This is an optimization exercise on Yosys and OpenROAD, whose aim is small area, not a production implementation. Where RTL was checked, it was by simulation tests only, not by an equivalence proof against the original.

// tv80s
module tv80s
#(
    parameter Mode    = 0,   
    parameter T2Write = 1,   
    parameter IOWait  = 1    
)
(
    input         reset_n, 
    input         clk, 
    input         cen,       
    input         wait_n, 
    input         int_n, 
    input         nmi_n, 
    input         busrq_n, 
    output        busak_n, 
    output        m1_n, 
    output        mreq_n, 
    output        iorq_n, 
    output        rd_n, 
    output        wr_n, 
    output        rfsh_n, 
    output        halt_n, 
    output [15:0] A, 
    input  [7:0]  di,
    output [7:0]  dout
);
  reg           mreq_n_reg; 
  reg           iorq_n_reg; 
  reg           rd_n_reg; 
  reg           wr_n_reg;
  reg  [7:0]    di_reg;
  wire          intcycle_n;
  wire          no_read;
  wire          write;
  wire          iorq;
  wire [6:0]    mcycle;
  wire [6:0]    tstate;
  assign mreq_n = mreq_n_reg;
  assign iorq_n = iorq_n_reg;
  assign rd_n   = rd_n_reg;
  assign wr_n   = wr_n_reg;
  tv80_core #(Mode, IOWait) i_tv80_core
  (
    .cen         (cen),
    .m1_n        (m1_n),
    .iorq        (iorq),
    .no_read     (no_read),
    .write       (write),
    .rfsh_n      (rfsh_n),
    .halt_n      (halt_n),
    .wait_n      (wait_n),
    .int_n       (int_n),
    .nmi_n       (nmi_n),
    .reset_n     (reset_n),
    .busrq_n     (busrq_n),
    .busak_n     (busak_n),
    .clk         (clk),
    .IntE        (),
    .stop        (),
    .A           (A),
    .dinst       (di),      
    .di          (di_reg),  
    .dout        (dout),
    .mc          (mcycle),
    .ts          (tstate),
    .intcycle_n  (intcycle_n)
  );
  always @(posedge clk or negedge reset_n) begin
    if (!reset_n) begin
      rd_n_reg   <= 1'b1;
      wr_n_reg   <= 1'b1;
  ...
For scale: about 2,800 cells after synthesis, about 340 flip-flops, about 24,000 sq um of cells after synthesis.
clock: 10.0 ns
lec_check: 0
cap_margin: 20
core_margin: 2
core_utilization: 40
slew_margin: 20
standard.sh (not shown) runs the stock make flow with config.mk's settings and CLKGATE_MAP_FILE= SYNTH_SCRIPT=/design/flow/synth_recipe.tcl, a recipe that flattens the netlist after the stock synthesis.
==> flow/flow/run.sh <==
#!/bin/bash
# ORFS flow (the standard.sh) with:
#  - an area-oriented ABC script (deepsyn + area-recovering mapping) in place
#    of ORFS's speed script; OpenROAD repairs timing as usual afterwards,
#  - CTS without dummy loads and with larger sink clusters,
#  - port buffers from the smallest buffer cell,
#  - a higher placement density.
set -euo pipefail
rm -rf scripts_local
cp -r "$FLOW_HOME/scripts" scripts_local
cp flow/abc_map.script scripts_local/abc_speed.script
bash standard.sh SCRIPTS_DIR="$PWD/scripts_local" \
  "CTS_ARGS=-sink_clustering_enable -repair_clock_nets -dont_use_dummy_load -sink_clustering_size 24 -sink_clustering_max_diameter 80" \
  "BUFFER_PORTS_ARGS=-buffer_cell sky130_fd_sc_hd__buf_1" \
  PLACE_DENSITY=0.75 \
  finish > standard.log 2>&1
==> flow/flow/abc_map.script <==
&get -n
&st
&deepsyn -J 20
&dch
&nf -R 1000
&put
topo
stime -c
Then changed:
--- a/flow/design.v
+++ b/flow/design.v
@@ -2488,14 +2488,16 @@
   reg [15:0]    TmpAddr;         
   reg [7:0]     IR;              
   reg [1:0]     ISet;            
   reg [1:0]     DHswap;          
   reg [15:0]    ID16;
   reg [7:0]     Save_Mux;
-  reg [6:0]     tstate;
-  reg [6:0]     mcycle;
+  reg [2:0]     ts_b;
+  reg [2:0]     mc_b;
+  wire [6:0]    tstate = 7'b0000001 << ts_b;
+  wire [6:0]    mcycle = 7'b0000001 << mc_b;
   reg           last_mcycle, last_tstate;
   reg           IntE_FF1;
   reg           IntE_FF2;
   reg           Halt_FF;
   reg           BusReq_s;
   reg           BusAck;
@@ -3164,22 +3166,15 @@
   always @*
     begin
       if ((tstate[2] || (tstate[3] && mcycle[0] && IncDec_16[2] == 1'b1)) && XY_State == 2'b00)
         RegAddrA = { Alternate, IncDec_16[1:0] };
       else if ((tstate[2] || (tstate[3] && mcycle[0] && IncDec_16[2] == 1'b1)) && IncDec_16[1:0] == 2'b10)
         RegAddrA = { XY_State[1], 2'b11 };
-      else if (ExchangeDH == 1'b1 && tstate[3])
-        RegAddrA = { Alternate, 2'b10 };
-      else if (ExchangeDH == 1'b1 && tstate[4])
-        RegAddrA = { Alternate, 2'b01 };
       else
         RegAddrA = RegAddrA_r;
-      if (ExchangeDH == 1'b1 && tstate[3])
-        RegAddrB = { Alternate, 2'b01 };
-      else
-        RegAddrB = RegAddrB_r;
+      RegAddrB = RegAddrB_r;
     end  
   always @*
     begin
       RegWEH = 1'b0;
       RegWEL = 1'b0;
       if ((tstate[1] && ~Save_ALU_r && ~Auto_Wait_t1) ||
@@ -3340,14 +3335,14 @@
         end
     end
   always @ (posedge clk or negedge reset_n)
     begin
       if (reset_n == 1'b0 ) 
         begin
-          mcycle <= 7'b0000001;
-          tstate <= 7'b0000001;
+          mc_b <= 3'd0;
+          ts_b <= 3'd0;
           Pre_XY_F_M <= 3'b000;
           Halt_FF <= 1'b0;
           BusAck <= 1'b0;
           NMICycle <= 1'b0;
           IntCycle <= 1'b0;
           IntE_FF1 <= 1'b0;
@@ -3420,32 +3415,32 @@
                       if (BusReq_s == 1'b1 ) 
                         begin
                           BusAck <= 1'b1;
                         end 
                       else 
                         begin
-                          tstate <= 7'b0000010;
+                          ts_b <= 3'd1;
                           if (NextIs_XY_Fetch == 1'b1 ) 
                             begin
-                              mcycle <= 7'b0100000;
-                              Pre_XY_F_M <= mcyc_to_number(mcycle);
+                              mc_b <= 3'd5;
+                              Pre_XY_F_M <= mc_b + 3'd1;
                               if (IR == 8'b00110110 && Mode == 0 ) 
                                 begin
                                   Pre_XY_F_M <= 3'b010;
                                 end
                             end 
                           else if ((mcycle[6]) || (mcycle[5] && Mode == 1 && ISet != 2'b01) ) 
                             begin
-                              mcycle <= number_to_bitvec(Pre_XY_F_M + 1);
+                              mc_b <= Pre_XY_F_M;
                             end 
                           else if ((last_mcycle) ||
                                    No_BTR == 1'b1 ||
                                    (mcycle[1] && I_DJNZ == 1'b1 && IncDecZ == 1'b1) ) 
                             begin
                               m1_n <= 1'b0;
-                              mcycle <= 7'b0000001;
+                              mc_b <= 3'd0;
                               IntCycle <= 1'b0;
                               NMICycle <= 1'b0;
                               if (NMI_s == 1'b1 && Prefix == 2'b00 ) 
                                 begin
                                   NMICycle <= 1'b1;
                                   IntE_FF1 <= 1'b0;
@@ -3456,22 +3451,22 @@
                                   IntE_FF1 <= 1'b0;
                                   IntE_FF2 <= 1'b0;
                                 end
                             end 
                           else 
                             begin
-                              mcycle <= { mcycle[5:0], mcycle[6] };
+                              mc_b <= (mc_b == 3'd6) ? 3'd0 : mc_b + 3'd1;
                             end
                         end
                     end 
                   else 
                     begin    
                       if ( ~(Auto_Wait == 1'b1 && Auto_Wait_t2 == 1'b0) &&
                            ~(IOWait == 1 && iorq_i == 1'b1 && Auto_Wait_t1 == 1'b0) ) 
                         begin
-                          tstate <= { tstate[5:0], tstate[6] };
+                          ts_b <= (ts_b == 3'd6) ? 3'd0 : ts_b + 3'd1;
                         end
                     end
                 end
               if (tstate[0]) 
                 begin
                   m1_n <= 1'b0;
After rerunning:
- clock-buffer cell count is unchanged
- worst setup slack improves by 0.14 ns
- cell count rose by about 0.4%
- fmax rose by 1.5%
- utilization stays flat
No functional check of the RTL was part of the second run of this note.

separate check: timing with driven ports:
Ports are ideal in the flow. The routed layouts listed here were re-timed in OpenROAD. Step 1 sets driving cells, clkbuf_16 on the clock port and buf_2 on the other inputs (assumed; they add their load-dependent delay and slew). Step 2 adds t to the input delays and takes it off the output delays; t is the mean of the earliest and latest rising clock arrival at the registers after step 1. Input paths then give back, and output paths get back, about the clock's delay inside the block. a / b / c = no drivers / after step 1 / after step 2; a / b = the first two.
run	t (ns)	setup WS [ns]	cell pins on the clock port's net
the first run	0.654	0.565 / 0.565 / 0.565	1
the second run	0.640	0.706 / 0.706 / 0.706	1
After both steps every run listed still meets setup and hold.
